Source: an optimization exercise on an open RTL-to-GDS flow (aim: small area). Production flows keep margins and buffers that such runs may drop.
In this exercise RTL edits were held to simulation tests only and were not proved equivalent to the original.

==> run a <==
// fir_H
module fir_H(xIn,sample,clk,reset,yOut,mode);
input mode;
input sample, clk, reset;
input[15:0] xIn;
output reg[15:0] yOut;
	reg [495:0] ring;           
	reg [4:0] r;                
	reg [15:0] xb;              
	reg [4:0] ph;               
	reg [4:0] u;                
	reg [31:0] acc;
	wire start = sample & ~reset & (ph == 5'd0);
	wire busy = (ph != 5'd0);
	wire ins = busy & ((ph == r) | ((ph == 5'd31) & (r == 5'd0)));
	wire [15:0] fb = ins ? xb : ring[15:0];
	always @(posedge clk)
		ring <= {fb, ring[495:16]};
	always @(posedge clk)
		if (!busy) xb <= xIn;
	always @(posedge clk)
		if (reset) r <= 5'd0;
		else if (!(start | busy)) r <= (r == 5'd0) ? 5'd30 : r - 5'd1;
	wire [15:0] hn;
	wire [30:0] sel;
	genvar g;
	generate for (g = 0; g < 31; g = g + 1) begin : rd
		assign sel[g] = (r == g);
	end
	for (g = 0; g < 16; g = g + 1) begin : rb
		wire [30:0] d;
		genvar w;
		for (w = 0; w < 31; w = w + 1) begin : dw
			assign d[w] = ring[16*w + g];
		end
		rmux m(.d(d), .sel(sel), .yn(hn[g]));
	end endgenerate
	always @(posedge clk)
		if (reset) ph <= 5'd0;
		else if (start | busy) ph <= ph + 5'd1;
	always @(posedge clk)
		if (reset) u <= 5'd31;
		else if (ph == 5'd31 && u != 5'd0) u <= u - 5'd1;
	wire [7:0] onen, twon, neg;
	h_rom_h rom(.addr(ph), .mode(mode), .onen(onen), .twon(twon), .neg(neg));
	wire [32:0] s;
	mac mac0(.hn(hn), .acc(acc), .onen(onen), .twon(twon), .neg(neg), .s(s));
  ...
==> module fir_H, before the edit <==
module fir_H(xIn,sample,clk,reset,yOut,mode);
input mode;
input sample, clk, reset;
input[15:0] xIn;
output reg[15:0] yOut;
	reg [495:0] ring;           
	reg [4:0] r;                
	reg [15:0] xb;              
	reg [4:0] ph;               
	reg [4:0] u;                
	reg [31:0] acc;
	wire start = sample & ~reset & (ph == 5'd0);
	wire busy = (ph != 5'd0);
	wire ins = busy & ((ph == r) | ((ph == 5'd31) & (r == 5'd0)));
	wire [15:0] fb = ins ? xb : ring[15:0];
	always @(posedge clk)
		ring <= {fb, ring[495:16]};
	always @(posedge clk)
		if (!busy) xb <= xIn;
	always @(posedge clk)
		if (reset) r <= 5'd0;
		else if (!(start | busy)) r <= (r == 5'd0) ? 5'd30 : r - 5'd1;
	wire [15:0] hn;
	wire [30:0] sel;
	genvar g;
	generate for (g = 0; g < 31; g = g + 1) begin : rd
		assign sel[g] = (r == g);
	end
	for (g = 0; g < 16; g = g + 1) begin : rb
		wire [30:0] d;
		genvar w;
		for (w = 0; w < 31; w = w + 1) begin : dw
			assign d[w] = ring[16*w + g];
		end
		rmux m(.d(d), .sel(sel), .yn(hn[g]));
	end endgenerate
	always @(posedge clk)
		if (reset) ph <= 5'd0;
		else if (start | busy) ph <= ph + 5'd1;
	always @(posedge clk)
		if (reset) u <= 5'd31;
		else if (ph == 5'd31 && u != 5'd0) u <= u - 5'd1;
	wire [7:0] onen, twon, neg;
	h_rom_h rom(.addr(ph), .mode(mode), .onen(onen), .twon(twon), .neg(neg));
	wire [32:0] s;
	mac mac0(.hn(hn), .acc(acc), .onen(onen), .twon(twon), .neg(neg), .s(s));
	wire [31:0] sat = (s[32] == s[31]) ? s[31:0] : (s[32] ? 32'h8000_0000 : 32'h07ff_ffff);
	wire clr = reset | (ph == 5'd31) | (~busy & ~sample) | (ph < u);
	always @(posedge clk)
		acc <= clr ? 32'd0 : sat;
	wire [15:0] y = acc[31] ? (acc[30] ? acc[30:15] : 16'h8000)
	                        : (acc[30] ? 16'h7fff : acc[30:15]);
	always @(posedge clk)
		if (reset) yOut <= 16'd0;
		else if (ph == 5'd31) yOut <= y;
endmodule
Settings: LEC_CHECK=0, CAP_MARGIN=20, CORE_MARGIN=2, CORE_UTILIZATION=60, SLEW_MARGIN=20, SYNTH_HIERARCHICAL=1; clock period 25.0 ns.
standard.sh (not shown) runs the stock make flow with config.mk's settings and CLKGATE_MAP_FILE= SYNTH_SCRIPT=/design/flow/synth_recipe.tcl, a recipe that flattens the netlist after the stock synthesis.
==> flow/flow/run.sh <==
#!/bin/bash
# Layout flow: the standard ORFS flow (standard.sh) with two changes:
#  - before the resizer's repair_design, every cell is set to its smallest
#    drive strength (flow/downsize.tcl); repair_design sizes up what needs it;
#  - clock tree synthesis without dummy loads (CTS_ARGS).
# make's output goes to standard.log; ORFS keeps each step's log in orfs/logs.
set -euo pipefail
here=$(pwd)
export PRE_RESIZE_TCL=$here/flow/downsize.tcl
export REMOVE_ABC_BUFFERS=1
export BUFFER_PORTS_ARGS="-buffer_cell sky130_fd_sc_hd__buf_1"
export CTS_ARGS="-sink_clustering_enable -repair_clock_nets -dont_use_dummy_load -sink_clustering_size 32 -sink_clustering_max_diameter 100"
bash standard.sh > standard.log 2>&1
==> flow/flow/downsize.tcl <==
# Before the resizer's repair_design (PRE_RESIZE hook): give every cell the
# smallest drive strength of its function.  Synthesis sizes cells for speed
# that this design, with its long clock period, does not need; repair_design
# then upsizes or buffers wherever slew, capacitance or fanout need it.
set db [ord::get_db]
set block [ord::get_db_block]
set dont_use $::env(DONT_USE_CELLS)
set count 0
foreach inst [$block getInsts] {
  set m [$inst getMaster]
  set name [$m getName]
  if { ![regexp {^(sky130_fd_sc_hd__[a-z0-9]+)_([0-9]+)$} $name -> base drive] } { continue }
  if { [$inst isFixed] } { continue }
  set best $m
  foreach d {0 1 2 3 4 6 8 12 16} {
    set cname ${base}_$d
    if { [lsearch -exact $dont_use $cname] >= 0 } { continue }
    set c [$db findMaster $cname]
    if { $c == "NULL" || $c == "" } { continue }
    if { [$c getWidth] < [$best getWidth] } { set best $c }
  }
  if { $best != $m } {
    set p1 [lsort [lmap t [$m getMTerms] {$t getName}]]
    set p2 [lsort [lmap t [$best getMTerms] {$t getName}]]
    if { $p1 eq $p2 } {
      $inst swapMaster $best
      incr count
    }
  }
}
puts "downsize: $count instances set to their smallest drive strength"
==> inputs of run b, as changes to run a <==
--- a/flow/design.v
+++ b/flow/design.v
@@ -695,4 +695,58 @@
 nor3 o3(.a(o[0]), .b(o[1]), .c(o[2]), .y(yn));
 endmodule
+module inc5(a,y);                 
+input[4:0] a;
+output[4:0] y;
+assign y[0] = ~a[0];
+assign y[1] = a[1] ^ a[0];
+assign y[2] = a[2] ^ (a[1] & a[0]);
+assign y[3] = a[3] ^ (a[2] & a[1] & a[0]);
+assign y[4] = a[4] ^ (a[3] & a[2] & a[1] & a[0]);
+endmodule
+module dec5(a,y);                 
+input[4:0] a;
+output[4:0] y;
+assign y[0] = ~a[0];
+assign y[1] = a[1] ^ ~a[0];
+assign y[2] = a[2] ^ ~(a[1] | a[0]);
+assign y[3] = a[3] ^ ~(a[2] | a[1] | a[0]);
+assign y[4] = a[4] ^ ~(a[3] | a[2] | a[1] | a[0]);
+endmodule
+module eq5(a,b,y);                
+input[4:0] a,b;
+output y;
+assign y = ~|(a ^ b);
+endmodule
+module lt5(a,b,y);                
+input[4:0] a,b;
+output y;
+wire [4:0] l;
+assign l[0] = ~a[0] & b[0];
+genvar i;
+generate for (i = 1; i < 5; i = i + 1) begin : bw
+	assign l[i] = (~a[i] & b[i]) | (~a[i] & l[i-1]) | (b[i] & l[i-1]);
+end endgenerate
+assign y = l[4];
+endmodule
+module mux2(a,b,s,y);             
+input a,b,s;
+output y;
+assign y = s ? b : a;
+endmodule
+module ao21(a1,a2,b1,y);
+input a1,a2,b1;
+output y;
+assign y = (a1 & a2) | b1;
+endmodule
+module and2(a,b,y);
+input a,b;
+output y;
+assign y = a & b;
+endmodule
+module ybit(a,a31n,sat,rst,y);    
+input a,a31n,sat,rst;
+output y;
+assign y = ~rst & (sat ? a31n : a);
+endmodule
 module h_rom_h(addr,mode,onen,twon,neg);
 input mode;
@@ -919,22 +973,39 @@
 	reg [4:0] u;                
 	reg [31:0] acc;
-	wire start = sample & ~reset & (ph == 5'd0);
-	wire busy = (ph != 5'd0);
-	wire ins = busy & ((ph == r) | ((ph == 5'd31) & (r == 5'd0)));
-	wire [15:0] fb = ins ? xb : ring[15:0];
+	wire busy = |ph;            
+	wire ld = &ph;              
+	wire rest = ~busy & ~sample;    
+	wire [4:0] rn = ~r;
+	wire [3:0] an;
+	wire [7:0] bn;
+	wire [30:0] sel;
+	genvar g;
+	generate for (g = 0; g < 4; g = g + 1) begin : pa
+		nand2 p(.a(g & 1 ? r[0] : rn[0]), .b(g & 2 ? r[1] : rn[1]), .y(an[g]));
+	end
+	for (g = 0; g < 8; g = g + 1) begin : pb
+		nand3 p(.a(g & 1 ? r[2] : rn[2]), .b(g & 2 ? r[3] : rn[3]), .c(g & 4 ? r[4] : rn[4]), .y(bn[g]));
+	end
+	for (g = 0; g < 31; g = g + 1) begin : dl
+		nor2 l(.a(an[g % 4]), .b(bn[g / 4]), .y(sel[g]));
+	end endgenerate
+	wire eq;
+	eq5 cmp_ins(.a(ph), .b(r), .y(eq));
+	wire ins = busy & (eq | (ld & sel[0]));
+	wire [15:0] fb;
+	generate for (g = 0; g < 16; g = g + 1) begin : fbm
+		mux2 m(.a(ring[g]), .b(xb[g]), .s(ins), .y(fb[g]));
+	end endgenerate
 	always @(posedge clk)
 		ring <= {fb, ring[495:16]};
 	always @(posedge clk)
 		if (!busy) xb <= xIn;
+	wire [4:0] rdec;
+	dec5 rd(.a(r), .y(rdec));
+	wire [4:0] rnext = {rdec[4:1], rdec[0] & ~sel[0]} & {5{~reset}};
 	always @(posedge clk)
-		if (reset) r <= 5'd0;
-		else if (!(start | busy)) r <= (r == 5'd0) ? 5'd30 : r - 5'd1;
+		if (reset | rest) r <= rnext;
 	wire [15:0] hn;
-	wire [30:0] sel;
-	genvar g;
-	generate for (g = 0; g < 31; g = g + 1) begin : rd
-		assign sel[g] = (r == g);
-	end
-	for (g = 0; g < 16; g = g + 1) begin : rb
+	generate for (g = 0; g < 16; g = g + 1) begin : rb
 		wire [30:0] d;
 		genvar w;
@@ -944,22 +1015,41 @@
 		rmux m(.d(d), .sel(sel), .yn(hn[g]));
 	end endgenerate
+	wire [4:0] phinc;
+	inc5 pi(.a(ph), .y(phinc));
+	wire cnt = ~reset & (sample | busy);
 	always @(posedge clk)
-		if (reset) ph <= 5'd0;
-		else if (start | busy) ph <= ph + 5'd1;
+		ph <= phinc & {5{cnt}};
+	wire [4:0] udec;
+	dec5 ud(.a(u), .y(udec));
 	always @(posedge clk)
-		if (reset) u <= 5'd31;
-		else if (ph == 5'd31 && u != 5'd0) u <= u - 5'd1;
+		if (reset | (ld & (|u))) u <= udec | {5{reset}};
 	wire [7:0] onen, twon, neg;
 	h_rom_h rom(.addr(ph), .mode(mode), .onen(onen), .twon(twon), .neg(neg));
 	wire [32:0] s;
 	mac mac0(.hn(hn), .acc(acc), .onen(onen), .twon(twon), .neg(neg), .s(s));
-	wire [31:0] sat = (s[32] == s[31]) ? s[31:0] : (s[32] ? 32'h8000_0000 : 32'h07ff_ffff);
-	wire clr = reset | (ph == 5'd31) | (~busy & ~sample) | (ph < u);
+	wire lt;
+	lt5 cmp_u(.a(ph), .b(u), .y(lt));
+	wire clr = reset | ld | rest | lt;
+	wire ovp = ~s[32] & s[31];      
+	wire ovn = s[32] & ~s[31];      
+	wire keep = ~(clr | ovp | ovn);
+	wire setp = ~clr & ovp;
+	wire setn = ~clr & ovn;
+	wire [31:0] accd;
+	generate for (g = 0; g < 32; g = g + 1) begin : ab
+		if (g < 27) ao21 a(.a1(s[g]), .a2(keep), .b1(setp), .y(accd[g]));
+		else if (g < 31) and2 a(.a(s[g]), .b(keep), .y(accd[g]));
+		else ao21 a(.a1(s[g]), .a2(keep), .b1(setn), .y(accd[g]));
+	end endgenerate
 	always @(posedge clk)
-		acc <= clr ? 32'd0 : sat;
-	wire [15:0] y = acc[31] ? (acc[30] ? acc[30:15] : 16'h8000)
-	                        : (acc[30] ? 16'h7fff : acc[30:15]);
+		acc <= accd;
+	wire sat = acc[31] ^ acc[30];
+	wire a31n = ~acc[31];
+	wire [15:0] yd;
+	generate for (g = 0; g < 15; g = g + 1) begin : yb
+		ybit b(.a(acc[15+g]), .a31n(a31n), .sat(sat), .rst(reset), .y(yd[g]));
+	end endgenerate
+	assign yd[15] = acc[31] & ~reset;
 	always @(posedge clk)
-		if (reset) yOut <= 16'd0;
-		else if (ph == 5'd31) yOut <= y;
+		if (reset | ld) yOut <= yd;
 endmodule
--- a/flow/flow/run.sh
+++ b/flow/flow/run.sh
@@ -10,4 +10,4 @@
 export REMOVE_ABC_BUFFERS=1
 export BUFFER_PORTS_ARGS="-buffer_cell sky130_fd_sc_hd__buf_1"
-export CTS_ARGS="-sink_clustering_enable -repair_clock_nets -dont_use_dummy_load -sink_clustering_size 32 -sink_clustering_max_diameter 100"
+export CTS_ARGS="-sink_clustering_enable -repair_clock_nets -dont_use_dummy_load -sink_clustering_size 20 -sink_clustering_max_diameter 70 -buf_list sky130_fd_sc_hd__clkbuf_8"
 bash standard.sh > standard.log 2>&1
==> inputs of run c, as changes to run a <==
--- a/flow/design.v
+++ b/flow/design.v
@@ -695,4 +695,52 @@
 nor3 o3(.a(o[0]), .b(o[1]), .c(o[2]), .y(yn));
 endmodule
+module inc5(a,y);                 
+input[4:0] a;
+output[4:0] y;
+assign y[0] = ~a[0];
+assign y[1] = a[1] ^ a[0];
+assign y[2] = a[2] ^ (a[1] & a[0]);
+assign y[3] = a[3] ^ (a[2] & a[1] & a[0]);
+assign y[4] = a[4] ^ (a[3] & a[2] & a[1] & a[0]);
+endmodule
+module dec5(a,y);                 
+input[4:0] a;
+output[4:0] y;
+assign y[0] = ~a[0];
+assign y[1] = a[1] ^ ~a[0];
+assign y[2] = a[2] ^ ~(a[1] | a[0]);
+assign y[3] = a[3] ^ ~(a[2] | a[1] | a[0]);
+assign y[4] = a[4] ^ ~(a[3] | a[2] | a[1] | a[0]);
+endmodule
+module eq5(a,b,y);                
+input[4:0] a,b;
+output y;
+assign y = ~|(a ^ b);
+endmodule
+module lt5(a,b,y);                
+input[4:0] a,b;
+output y;
+assign y = a < b;
+endmodule
+module mux2(a,b,s,y);             
+input a,b,s;
+output y;
+assign y = s ? b : a;
+endmodule
+module ao21(a1,a2,b1,y);
+input a1,a2,b1;
+output y;
+assign y = (a1 & a2) | b1;
+endmodule
+module and2(a,b,y);
+input a,b;
+output y;
+assign y = a & b;
+endmodule
+module ybit(a,a31n,sat,rst,y);    
+input a,a31n,sat,rst;
+output y;
+assign y = ~rst & (sat ? a31n : a);
+endmodule
 module h_rom_h(addr,mode,onen,twon,neg);
 input mode;
@@ -919,22 +967,39 @@
 	reg [4:0] u;                
 	reg [31:0] acc;
-	wire start = sample & ~reset & (ph == 5'd0);
-	wire busy = (ph != 5'd0);
-	wire ins = busy & ((ph == r) | ((ph == 5'd31) & (r == 5'd0)));
-	wire [15:0] fb = ins ? xb : ring[15:0];
+	wire busy = |ph;            
+	wire ld = &ph;              
+	wire rest = ~busy & ~sample;    
+	wire [4:0] rn = ~r;
+	wire [3:0] an;
+	wire [7:0] bn;
+	wire [30:0] sel;
+	genvar g;
+	generate for (g = 0; g < 4; g = g + 1) begin : pa
+		nand2 p(.a(g & 1 ? r[0] : rn[0]), .b(g & 2 ? r[1] : rn[1]), .y(an[g]));
+	end
+	for (g = 0; g < 8; g = g + 1) begin : pb
+		nand3 p(.a(g & 1 ? r[2] : rn[2]), .b(g & 2 ? r[3] : rn[3]), .c(g & 4 ? r[4] : rn[4]), .y(bn[g]));
+	end
+	for (g = 0; g < 31; g = g + 1) begin : dl
+		nor2 l(.a(an[g % 4]), .b(bn[g / 4]), .y(sel[g]));
+	end endgenerate
+	wire eq;
+	eq5 cmp_ins(.a(ph), .b(r), .y(eq));
+	wire ins = busy & (eq | (ld & sel[0]));
+	wire [15:0] fb;
+	generate for (g = 0; g < 16; g = g + 1) begin : fbm
+		mux2 m(.a(ring[g]), .b(xb[g]), .s(ins), .y(fb[g]));
+	end endgenerate
 	always @(posedge clk)
 		ring <= {fb, ring[495:16]};
 	always @(posedge clk)
 		if (!busy) xb <= xIn;
+	wire [4:0] rdec;
+	dec5 rd(.a(r), .y(rdec));
+	wire [4:0] rnext = {rdec[4:1], rdec[0] & ~sel[0]} & {5{~reset}};
 	always @(posedge clk)
-		if (reset) r <= 5'd0;
-		else if (!(start | busy)) r <= (r == 5'd0) ? 5'd30 : r - 5'd1;
+		if (reset | rest) r <= rnext;
 	wire [15:0] hn;
-	wire [30:0] sel;
-	genvar g;
-	generate for (g = 0; g < 31; g = g + 1) begin : rd
-		assign sel[g] = (r == g);
-	end
-	for (g = 0; g < 16; g = g + 1) begin : rb
+	generate for (g = 0; g < 16; g = g + 1) begin : rb
 		wire [30:0] d;
 		genvar w;
@@ -944,22 +1009,41 @@
 		rmux m(.d(d), .sel(sel), .yn(hn[g]));
 	end endgenerate
+	wire [4:0] phinc;
+	inc5 pi(.a(ph), .y(phinc));
+	wire cnt = ~reset & (sample | busy);
 	always @(posedge clk)
-		if (reset) ph <= 5'd0;
-		else if (start | busy) ph <= ph + 5'd1;
+		ph <= phinc & {5{cnt}};
+	wire [4:0] udec;
+	dec5 ud(.a(u), .y(udec));
 	always @(posedge clk)
-		if (reset) u <= 5'd31;
-		else if (ph == 5'd31 && u != 5'd0) u <= u - 5'd1;
+		if (reset | (ld & (|u))) u <= udec | {5{reset}};
 	wire [7:0] onen, twon, neg;
 	h_rom_h rom(.addr(ph), .mode(mode), .onen(onen), .twon(twon), .neg(neg));
 	wire [32:0] s;
 	mac mac0(.hn(hn), .acc(acc), .onen(onen), .twon(twon), .neg(neg), .s(s));
-	wire [31:0] sat = (s[32] == s[31]) ? s[31:0] : (s[32] ? 32'h8000_0000 : 32'h07ff_ffff);
-	wire clr = reset | (ph == 5'd31) | (~busy & ~sample) | (ph < u);
+	wire lt;
+	lt5 cmp_u(.a(ph), .b(u), .y(lt));
+	wire clr = reset | ld | rest | lt;
+	wire ovp = ~s[32] & s[31];      
+	wire ovn = s[32] & ~s[31];      
+	wire keep = ~(clr | ovp | ovn);
+	wire setp = ~clr & ovp;
+	wire setn = ~clr & ovn;
+	wire [31:0] accd;
+	generate for (g = 0; g < 32; g = g + 1) begin : ab
+		if (g < 27) ao21 a(.a1(s[g]), .a2(keep), .b1(setp), .y(accd[g]));
+		else if (g < 31) and2 a(.a(s[g]), .b(keep), .y(accd[g]));
+		else ao21 a(.a1(s[g]), .a2(keep), .b1(setn), .y(accd[g]));
+	end endgenerate
 	always @(posedge clk)
-		acc <= clr ? 32'd0 : sat;
-	wire [15:0] y = acc[31] ? (acc[30] ? acc[30:15] : 16'h8000)
-	                        : (acc[30] ? 16'h7fff : acc[30:15]);
+		acc <= accd;
+	wire sat = acc[31] ^ acc[30];
+	wire a31n = ~acc[31];
+	wire [15:0] yd;
+	generate for (g = 0; g < 15; g = g + 1) begin : yb
+		ybit b(.a(acc[15+g]), .a31n(a31n), .sat(sat), .rst(reset), .y(yd[g]));
+	end endgenerate
+	assign yd[15] = acc[31] & ~reset;
 	always @(posedge clk)
-		if (reset) yOut <= 16'd0;
-		else if (ph == 5'd31) yOut <= y;
+		if (reset | ld) yOut <= yd;
 endmodule
--- a/flow/flow/run.sh
+++ b/flow/flow/run.sh
@@ -10,4 +10,4 @@
 export REMOVE_ABC_BUFFERS=1
 export BUFFER_PORTS_ARGS="-buffer_cell sky130_fd_sc_hd__buf_1"
-export CTS_ARGS="-sink_clustering_enable -repair_clock_nets -dont_use_dummy_load -sink_clustering_size 32 -sink_clustering_max_diameter 100"
+export CTS_ARGS="-sink_clustering_enable -repair_clock_nets -dont_use_dummy_load -sink_clustering_size 28 -sink_clustering_max_diameter 100"
 bash standard.sh > standard.log 2>&1
==> results.txt <==
metric	run c	run b	run a
Routability Congestion	0.875	0.831	0.850
Layout cell share with drive strength beyond 1	2.92%	4.16%	2.41%
Non-Clock Inverter Count	41	40	55
Run status	timing/DRC/antenna clean	timing/DRC/antenna clean	timing/DRC/antenna clean
Level count of the clock H-tree	1	2	1
Detailed placement HPWL	37.5 mm	37.5 mm	39.0 mm
Die outline width	198 um	198 um	202 um
Initial DRC Count	1,843	1,758	1,808
Cell Area, Placed	0.0222 mm^2	0.0222 mm^2	0.0227 mm^2
Final instance count without filler cells	2,256	2,267	2,427

==> re-timing with driven ports <==
How much do the figures lean on ideal ports? The routed layouts below were timed once more, with nothing changed but the port constraints. Step 1, drivers: a clkbuf_16 drives clk and a buf_2 each remaining input, both assumed. Step 2 moves the port delays by t, midway between the first and last clock arrival at a register: inputs arrive t later, outputs are due t later. That takes back most of the time a late clock gives input paths. a / b / c = ideal / step 1 / step 2; a / b = the first two.
run | t, ns | slack for setup (ns) | worst hold slack (ns) | pins driven straight from the clock port
run a | 0.604 | 5.603 / 5.629 / 5.026 | 0.300 / 0.300 / 0.300 | 1
run b | 0.649 | 5.960 / 5.988 / 5.339 | 0.294 / 0.294 / 0.294 | 1
run c | 0.631 | 5.995 / 6.030 / 5.399 | 0.285 / 0.285 / 0.285 | 1
After both steps setup and hold are still met in every run listed. The setup slack of run b, which loses most, moves by +0.028 ns with the drivers and by -0.621 ns with both steps.
